Background: an optimization exercise with open tools, aiming at small area, a short achievable clock period and few clock cycles. Do not read the settings as production practice. In this exercise RTL edits were held to simulation tests only and were not proved equivalent to the original. No activity file was given, so power comes from the tool's default toggle rates.

===== design.v =====
module mips_core (
	input         clk,
	input         rst,           
	output [31:0] imem_addr,
	input  [31:0] imem_rdata,
	output [31:0] dmem_addr,
	output [31:0] dmem_wdata,
	output        dmem_we,
	input  [31:0] dmem_rdata,
	output        halt
);
	reg  [9:0]  pc;                  
	reg  [31:0] ir;                  
	reg  [9:0]  tgtD;                
	reg         vD;                  
	reg  [31:0] aX, bX;              
	reg  [15:0] immX;                
	reg  [9:0]  tgtX;                
	reg  [4:0]  rdX;
	reg         weX, swX, beqX, sysX, ldX, lwX, lhX;
	reg         addX, sltX, andX, orX, norX, sllX, srlX;
	reg  [31:0] resM, wdM;           
	reg  [4:0]  rdM;
	reg         weM, swM, sysM, ldM, lwM, lhM;
	wire [31:0] valM, valM2;
	wire [32*31-1:0] rqv;            
	genvar g;
	generate
		for (g = 1; g < 32; g = g + 1) begin : R
			reg [31:0] r;
			always @(posedge clk)
				if (weM && rdM == g) r <= (g < 16) ? valM : valM2;
			assign rqv[32*(g-1) +: 32] = r;
		end
	endgenerate
	wire [31:0] ins = imem_rdata;
	wire beqF  = ins[31:26] == 6'h04;
	wire sameF = beqF & (ins[25:21] == ins[20:16]);    
	wire [9:0] tgtF = pc + 10'd1 + ins[9:0];
	wire [5:0] op = ir[31:26];
	wire [5:0] fn = ir[5:0];
	wire [4:0] rs = ir[25:21];
	wire [4:0] rt = ir[20:16];
	wire [4:0] rd = ir[15:11];
	wire isR    = op == 6'h00;
	wire isAddi = op == 6'h08;
	wire isLw   = op == 6'h23;
	wire isLh   = op == 6'h21;
	wire isLhu  = op == 6'h25;
	wire isSw   = op == 6'h2B;
	wire isBeq  = op == 6'h04;
	wire isLd   = isLw | isLh | isLhu;
	wire isImm  = isAddi | isLd | isSw;
	wire isSys  = ir == 32'h0000000c;
	wire isSub  = isR & (fn == 6'h22 | fn == 6'h2A | fn == 6'h2B);
	wire [4:0] dst = isR ? rd : rt;
	wire weD = (isR | isAddi | isLd) & (dst != 5'd0);
	wire beqSame = isBeq & (rs == rt);           
	wire hitA = weM & (rdM == rs);
	wire hitB = weM & (rdM == rt);
	reg [31:1] selA, selB;
	integer k;
	always @(*)
		for (k = 1; k < 32; k = k + 1) begin
			selA[k] = (rs == k) & ~(weM & (rdM == k));
			selB[k] = (rt == k) & ~(weM & (rdM == k));
		end
	wire [31:0] opA, opB;
	rf_read readA (selA, rqv, hitA, valM, opA);
	rf_read readB (selB, rqv, hitB, valM, opB);
	wire [3:0] immSelQ, subQ;
	genvar y;
	generate
		for (y = 0; y < 4; y = y + 1) begin : DUP
			dff1 immSelR (clk, isImm, immSelQ[y]);
			dff1 subR    (clk, isSub, subQ[y]);
		end
	endgenerate
	wire [31:0] immSelV = {{8{immSelQ[3]}}, {8{immSelQ[2]}}, {8{immSelQ[1]}}, {8{immSelQ[0]}}};
	wire [31:0] subV    = {{8{subQ[3]}}, {8{subQ[2]}}, {8{subQ[1]}}, {8{subQ[0]}}};
	wire        subX    = subQ[0];
	wire [31:0] imm32 = {{16{immX[15]}}, immX};
	wire [31:0] b  = (immSelV & imm32) | (~immSelV & bX);
	wire [31:0] bx = b ^ subV;
	wire [31:0] p0, g0, G, sum;
	wire [31:0] cin = {G[30:0], subX};    
	genvar q;
	generate
		for (q = 0; q < 32; q = q + 1) begin : PG
			xor2_g px (aX[q], bx[q], p0[q]);
			and2_g gx (aX[q], bx[q], g0[q]);
			xor2_g sx (p0[q], cin[q], sum[q]);
		end
	endgenerate
	prefix32 carries (p0, g0, subX, G);
	wire lt = ~G[31];                
	integer i;
	wire [4:0] sh = immX[10:6];
	reg  [31:0] bs, shr;
	wire [31:0] shl = bs << sh;
	always @(*)
		for (i = 0; i < 32; i = i + 1) begin
			bs[i]  = srlX ? bX[31 - i] : bX[i];
			shr[i] = shl[31 - i];
		end
	wire [31:0] orv = p0 | g0;
	wire [31:0] other = ({32{andX}} & g0)
			| ({32{orX}}  & orv)
			| ({32{norX}} & ~orv)
			| ({32{sllX}} & shl)
			| ({32{srlX}} & shr);
	wire [31:0] res;
	generate
		for (q = 0; q < 32; q = q + 1) begin : RS
			if (q == 0)      
				ao221_g r (sltX, lt, addX, sum[q], other[q], res[q]);
			else
				ao21_g r (addX, sum[q], other[q], res[q]);
		end
	endgenerate
	wire takeX = beqX & ~|p0;        
	mem_value valLo (dmem_rdata, resM, ldM, lwM, lhM, valM);
	mem_value valHi (dmem_rdata, resM, ldM, lwM, lhM, valM2);
	wire [9:0] pcNext = takeX ? tgtX :
			    sameF ? tgtF :
			    beqF  ? pc + 10'd3 : pc + 10'd1;
	wire kD = vD & ~takeX;           
	always @(posedge clk or posedge rst) begin
		if (rst) begin
			pc <= 10'd0;
			vD <= 1'b0;
			weX <= 1'b0; swX <= 1'b0; beqX <= 1'b0; sysX <= 1'b0;
			weM <= 1'b0; swM <= 1'b0; sysM <= 1'b0;
		end else begin
			pc <= pcNext;
			vD <= ~takeX;
			weX  <= kD & weD;
			swX  <= kD & isSw;
			beqX <= kD & isBeq & ~beqSame;
			sysX <= kD & isSys;
			weM  <= weX;
			swM  <= swX;
			sysM <= sysX;
		end
	end
	always @(posedge clk) begin
		ir      <= ins;
		tgtD    <= tgtF;
		aX      <= opA;
		bX      <= opB;
		immX    <= ir[15:0];
		tgtX    <= tgtD;
		rdX     <= dst;
		ldX     <= isLd;
		lwX     <= isLw;
		lhX     <= isLh;
		addX    <= isImm | (isR & (fn == 6'h20 | fn == 6'h22));
		sltX    <= isR & (fn == 6'h2A | fn == 6'h2B);
		andX    <= isR & fn == 6'h24;
		orX     <= isR & fn == 6'h25;
		norX    <= isR & fn == 6'h27;
		sllX    <= isR & fn == 6'h00;
		srlX    <= isR & fn == 6'h02;
		resM <= res;
		wdM  <= bX;
		rdM  <= rdX;
		ldM  <= ldX;
		lwM  <= lwX;
		lhM  <= lhX;
	end
	wire [9:0] pcOut;
	dffr10 pcCopy (clk, rst, pcNext, pcOut);
	assign imem_addr  = {20'd0, pcOut, 2'b00};
	assign dmem_addr  = resM;
	assign dmem_wdata = wdM;
	assign dmem_we    = swM;
	assign halt       = sysM;
endmodule
module rf_read (
	input  [31:1]        sel,
	input  [32*31-1:0]   d,
	input                byp,
	input  [31:0]        bv,
	output [31:0]        q
);
	genvar b, t;
	generate
		for (b = 0; b < 32; b = b + 1) begin : B
			wire [10:0] n;       
			for (t = 0; t < 10; t = t + 1) begin : T
				aoi222 g (sel[3*t+1], d[32*(3*t)+b], sel[3*t+2], d[32*(3*t+1)+b],
					  sel[3*t+3], d[32*(3*t+2)+b], n[t]);
			end
			nand2_g  g10 (sel[31], d[32*30+b], n[10]);
			wire o0, o1, o2;     
			nand4_g  h0 (n[0], n[1], n[2], n[3], o0);
			nand4_g  h1 (n[4], n[5], n[6], n[7], o1);
			nand3_g  h2 (n[8], n[9], n[10], o2);
			wire m0, m1;         
			nor2_g   k0 (o0, o1, m0);
			aoi21_g  k1 (byp, bv[b], o2, m1);
			nand2_g  k2 (m0, m1, q[b]);
		end
	endgenerate
endmodule
module aoi222 (
	input  a0, b0, a1, b1, a2, b2,
	output y
);
	assign y = ~((a0 & b0) | (a1 & b1) | (a2 & b2));
endmodule
module aoi21_g (
	input  a0, a1, b,
	output y
);
	assign y = ~((a0 & a1) | b);
endmodule
module nand2_g (
	input  a, b,
	output y
);
	assign y = ~(a & b);
endmodule
module nand3_g (
	input  a, b, c,
	output y
);
	assign y = ~(a & b & c);
endmodule
module nand4_g (
	input  a, b, c, d,
	output y
);
	assign y = ~(a & b & c & d);
endmodule
module nor2_g (
	input  a, b,
	output y
);
	assign y = ~(a | b);
endmodule
module prefix32 (
	input  [31:0] p,
	input  [31:0] g,
	input         c,
	output [31:0] G
);
	reg [31:0] Gs, Ps, Gn, Pn;
	integer l, i, j;
	always @(*) begin
		Gs = g;
		Ps = p;
		Gs[0] = g[0] | (p[0] & c);
		for (l = 0; l < 5; l = l + 1) begin
			Gn = Gs;
			Pn = Ps;
			for (i = 0; i < 32; i = i + 1)
				if ((i >> l) & 1) begin
					j = ((i >> l) << l) - 1;
					Gn[i] = Gs[i] | (Ps[i] & Gs[j]);
					Pn[i] = Ps[i] & Ps[j];
				end
			Gs = Gn;
			Ps = Pn;
		end
	end
	assign G = Gs;
endmodule
module xor2_g (
	input  a, b,
	output y
);
	assign y = a ^ b;
endmodule
module and2_g (
	input  a, b,
	output y
);
	assign y = a & b;
endmodule
module ao21_g (
	input  a0, a1, b,
	output y
);
	assign y = (a0 & a1) | b;
endmodule
module dff1 (
	input      clk,
	input      d,
	output reg q
);
	always @(posedge clk)
		q <= d;
endmodule
module ao221_g (
	input  a0, a1, b0, b1, c,
	output y
);
	assign y = (a0 & a1) | (b0 & b1) | c;
endmodule
module dffr10 (
	input            clk,
	input            rst,
	input      [9:0] d,
	output reg [9:0] q
);
	always @(posedge clk or posedge rst)
		if (rst)
			q <= 10'd0;
		else
			q <= d;
endmodule
module mem_value (
	input  [31:0] d,
	input  [31:0] res,
	input         ld,
	input         lw,
	input         lh,
	output [31:0] v
);
	wire [31:0] ldv = {lw ? d[31:16] : {16{lh & d[15]}}, d[15:0]};
	assign v = ld ? ldv : res;
endmodule

===== flow/run.sh =====
#!/bin/bash
# Standard layout (the standard.sh, its synthesis unchanged), with:
# - gates allowed to be resized to any footprint;
# - the ports buffered with buf_2 rather than a delay cell.
# The SDC (clock period, I/O delays) is the standard flow's.
cp standard.sh standard_sh.txt.log
cat config.mk > config_in.log
echo "export SETUP_SLACK_MARGIN = 6.8" >> config.mk
echo "export MATCH_CELL_FOOTPRINT = 0" >> config.mk
echo "export BUFFER_PORTS_ARGS = -buffer_cell sky130_fd_sc_hd__buf_2" >> config.mk
bash standard.sh > standard.log 2>&1

===== standard.sh =====
#!/bin/bash
# synth_recipe.tcl (not shown) runs the flow's synth.tcl, then flattens the netlist and writes it again
# the make line also repeats each setting of config.mk as NAME=value (left out here)
make -C /OpenROAD-flow-scripts/flow DESIGN_CONFIG=/design/flow/config.mk WORK_HOME=/design/flow/orfs CLKGATE_MAP_FILE= SYNTH_SCRIPT=/design/flow/synth_recipe.tcl "${@:-finish}"

===== config.mk =====
export PLATFORM = sky130hd
export DESIGN_NAME = mips_core
export DESIGN_NICKNAME = mips_core
export VERILOG_FILES = /design/flow/design.v
export SDC_FILE = /design/flow/constraint.sdc
export NUM_CORES = 4
export LEC_CHECK = 0
export CAP_MARGIN = 20
export CORE_MARGIN = 2
export CORE_UTILIZATION = 50
export CTS_CLUSTER_DIAMETER = 120
export CTS_CLUSTER_SIZE = 20
export SLEW_MARGIN = 20
export SYNTH_HIERARCHICAL = 1
export SETUP_SLACK_MARGIN = 6.8
export MATCH_CELL_FOOTPRINT = 0
export BUFFER_PORTS_ARGS = -buffer_cell sky130_fd_sc_hd__buf_2

===== constraint.sdc =====
create_clock -name core_clock -period 10.0 [get_ports {clk}]
set_input_delay 2.0000 -clock core_clock [delete_from_list [all_inputs] [get_ports {clk}]]
set_output_delay 2.0000 -clock core_clock [all_outputs]
set_load 0.01 [all_outputs]

==> notes.md <==
gpl congestion=roughly 1; Min Hold Slack=about 320 ps; setup TNS=0 ps; CP endpoint kind=register; Reg2Reg Setup Slack=6690 ps; Critical Path AT=about 3700 ps; # DRC=0; GRT Max-Usage Layer=met2; R2R depth=11; Die H=330.2 um; Seq/Total Area, Yosys=65.84%; mean post-synth cell area=14.55 um2; Mapped Area=53210 um2; met2 Use GR=between 50% and 60%; commonest non-fill, non-tap cell in the layout=edfxtp_1; clk slew on worst S/H paths=around 90 ps; Final Util=about three fifths; VDD IR-drop max=0.1474 mV; Final Setup Violations=0; drt first-iter violations=9610; most frequent cells in the layout=edfxtp_1 (992), a222oi_1 (640), nand2_1 (234), buf_4 (174), nor2_1 (160); Synth Warn #=10; unrepaired setup endpoints after global routing=true; Slew Viols, Final=0; origin of the worst setup path=dmem_rdata[15]; global-route wire length before repair=303900 um; multi-input logic area=19220 um2; Critical Path Sink=R[2].r[21]; vias in the first global route=38700; Area Growth Syn to Fin=16.07%; worst reg2reg startpoint=rdM[4]; Clk Latency, worst-skew pair=710 ps; antenna viol nets, final=0; Synth top area share=55.98%; CP Data Required Time=10350 ps; final hold viol count=0; CTS Buffer Depth=3; First-pass DRT Iterations=23; status=complete, no violations; async set-or-reset flop fraction in the synthesized netlist=about 2.2%; GR Util met3=roughly 14%; CTS tree=done; # H-tree levels=3; Die ar.=109000 um2; clock sink count=between 1000 and 1500; Pleak=~20 nW; top cell type by total area after synthesis=edfxtp_1; Post-synth EDFFs=between 900 and 1000; DRT Wirelength=approximately 230000 um; crit path max fanout=17; min cycle time layout=about 3400 ps; final clock skew=39.55 ps; Distinct cells, synth=86; number of I/O port buffers=between 100 and 150; hold crit path type=register to register; largest cells by area after synthesis=edfxtp_1 (56%), a222oi_1 (12%), dfxtp_1 (8.5%); Pwr Density=201.5 nW/um2; Num CTS Buffers=72; Fill cells=8249; grt met1 use=between 50% and 60%; global-route usage over all layers=about two fifths; Placement Rows=around 120; num ports=approximately 160; RR Endpoint=bX[3]; vias post-DR=about 42000; Die X-Extent=roughly 330 um; Max transition margin=21.86%; Core Area=105400 um2; Main synth FF type=edfxtp_1; synthesized flop and latch total=1247; largest net degree at the start of global routing=56; period utilization=33.83%; fmax=0.2956 GHz; Overflow after GRT=0; Nets=4089; CTS Hold Bufs=0; Slew @ Worst Pin=1168 ps; CTS root buffer=clkbuf_16; Initial Util=50.48%; WL/cell=42.16 um; Post-Synthesis Cells=3657; initial antenna violation count=10; FF/Latch Area=35260 um2; critical path launch point type=input port; fraction of layout cells with a size suffix above 1=23.16%; critical path type=input port to register; max cap viols=0; hpwl dp=141400 um; Avg Vias per Cell=7.733
==> layout make-up <==
cell class,count,share of cell area [%]
diodes,6,0.02431
clock buffers,107,3.130
clock inverters,10,0.2066
inverters,32,0.2006
multi-input cells,2282,31.12
flip-flops and latches,1247,57.08
well taps,1391,2.818
repair buffers,376,5.415
==> metal layers <==
| layer | wire (um) | part of all wire (%) |
|---|---|---|
| met3 | 37470 | 16 |
| met1 | 80410 | 35 |
| met5 | 287 | 0.12 |
| met4 | 14560 | 6.3 |
| met2 | 97110 | 42 |
==> worst max-delay path: stages <==
cell      delay [ps]
buf_2            210
nand3b_4         450
a31oi_2         1020
==> cell families (layout without fill, tap and decap cells) <==
| logic type | Yosys count | in the layout | share of synthesized area [%] |
|---|---|---|---|
| compound gates | 1045 | 1045 | 17.88 |
| xor+xnor | 139 | 139 | 2.288 |
| fa+ha+maj | 12 | 12 | 0.2963 |
| buf+inv | 149 | 525 | 1.383 |
| flops | 1247 | 1247 | 65.84 |
| mux | 174 | 174 | 4.120 |
| other cells | 1 | 28 | 0.007048 |
| simple gates | 890 | 890 | 8.185 |
==> flip-flops by register name (all words and copies together) (netlist names), 16 cells and up <==
register	cells
bX	32
ir	32
R.r	992
immX	16
aX	32
resM	32
wdM	32
==> cell usage after synthesis, types with 6 or more instances <==
master	n
nor2b_1	12
edfxtp_1	992
a21oi_1	59
mux2_2	60
mux2i_1	84
nand4_1	140
dfxtp_1	227
a21oi_2	66
or2_2	7
o32a_1	13
a221oi_1	6
a31oi_2	20
or3_1	7
buf_2	15
nand2b_1	21
nor3_1	77
dfrtp_1	28
a222oi_1	640
xnor2_1	54
and3_1	8
buf_6	6
o221ai_1	13
nand2_1	241
a211oi_1	11
mux4_2	29
and2_1	41
xor2_1	85
buf_4	30
nand3_1	96
a21o_1	52
a221o_1	6
o211ai_1	11
nor2_1	194
o21ai_0	43
nor4_1	22
ha_1	11
o22ai_1	14
clkbuf_1	61
a31oi_1	16
inv_1	28
o32ai_1	19
==> stage by stage <==
| stage | instance area [um2] | power [mW] | instances | setup slack (ps) |
|---|---|---|---|---|
| 6_report | 61760 | 12.45 | 5451 | 6617 |
| 5_1_grt | 61760 | 12.70 | 5449 | 6642 |
| 4_1_cts | 60590 | 12.18 | 5386 | 6698 |
| 3_5_place_dp | 57100 | 8.955 | 5215 | 5839 |
| 3_3_place_gp | 57100 | 8.898 | 5215 | 5952 |
| 2_1_floorplan | 53770 | 7.777 | 3678 | 6516 |
==> modules after synthesis, one instance, submodules excluded, excerpt <==
module    cells inside  times used  cell area [um2]
prefix32           111           1            705.7
dff1                 1           8            20.02
aoi21_g              1          64            8.758
xor2_g               1          64            8.758
ao21_g               1          31            7.507
nand4_g              1         128            6.256
nand2_g              1         128            3.754
nor2_g               1          64            3.754
==> worst min path at each step <==
stage	startpoint	depth (start not counted)	end	slack, ps
after floorplan	ldX	0	ldM	310
after global placement	tgtD[0]	0	tgtX[0]	310
final	rdX[1]	0	rdM[1]	320
after CTS	tgtD[7]	0	tgtX[7]	330
after detailed placement	rdX[2]	0	rdM[2]	310
after global routing	rdX[1]	0	rdM[1]	330
==> timing repair <==
| action | CTS | global route |
|---|---|---|
| gates cloned | 3 | 13 |
| gates resized for setup | 253 | 98 |
| pin swaps | 20 | 52 |
| buffers inserted | 51 | 46 |
| setup endpoints to repair | 309 | 386 |
==> power breakdown <==
part           internal [mW]  total (mW)  switching [mW]
Sequential              6.26        6.60           0.338
Clock                   1.38        3.11            1.72
Combinational          0.882        2.74            1.86
Testbench counts, summed over its fixed seeds: cycles 62,370.

## what the ideal ports hide
No port has a modelled driver above. Below, the same layout with a new extraction and two added sets of constraints. Step 1, drivers: a clkbuf_16 drives clk and a buf_2 each remaining input, both assumed. Step 2 also shifts input and output timing later by t, the mid clock arrival at the registers, as if the neighbouring blocks saw the same clock. a / b / c = ideal ports / drivers / drivers and shift; a / b = the first two.
t (ns): 0.767
slack for setup (ns): 6.617 / 6.657 / 5.890
worst setup path at the end: input to register
worst slew at a driven data input, ns: 0.09
cell pins on the clock port's net: 1
After both steps setup and hold are still met in this run. For this run, drivers alone change the setup slack by +0.040 ns; drivers and shift together by -0.727 ns.
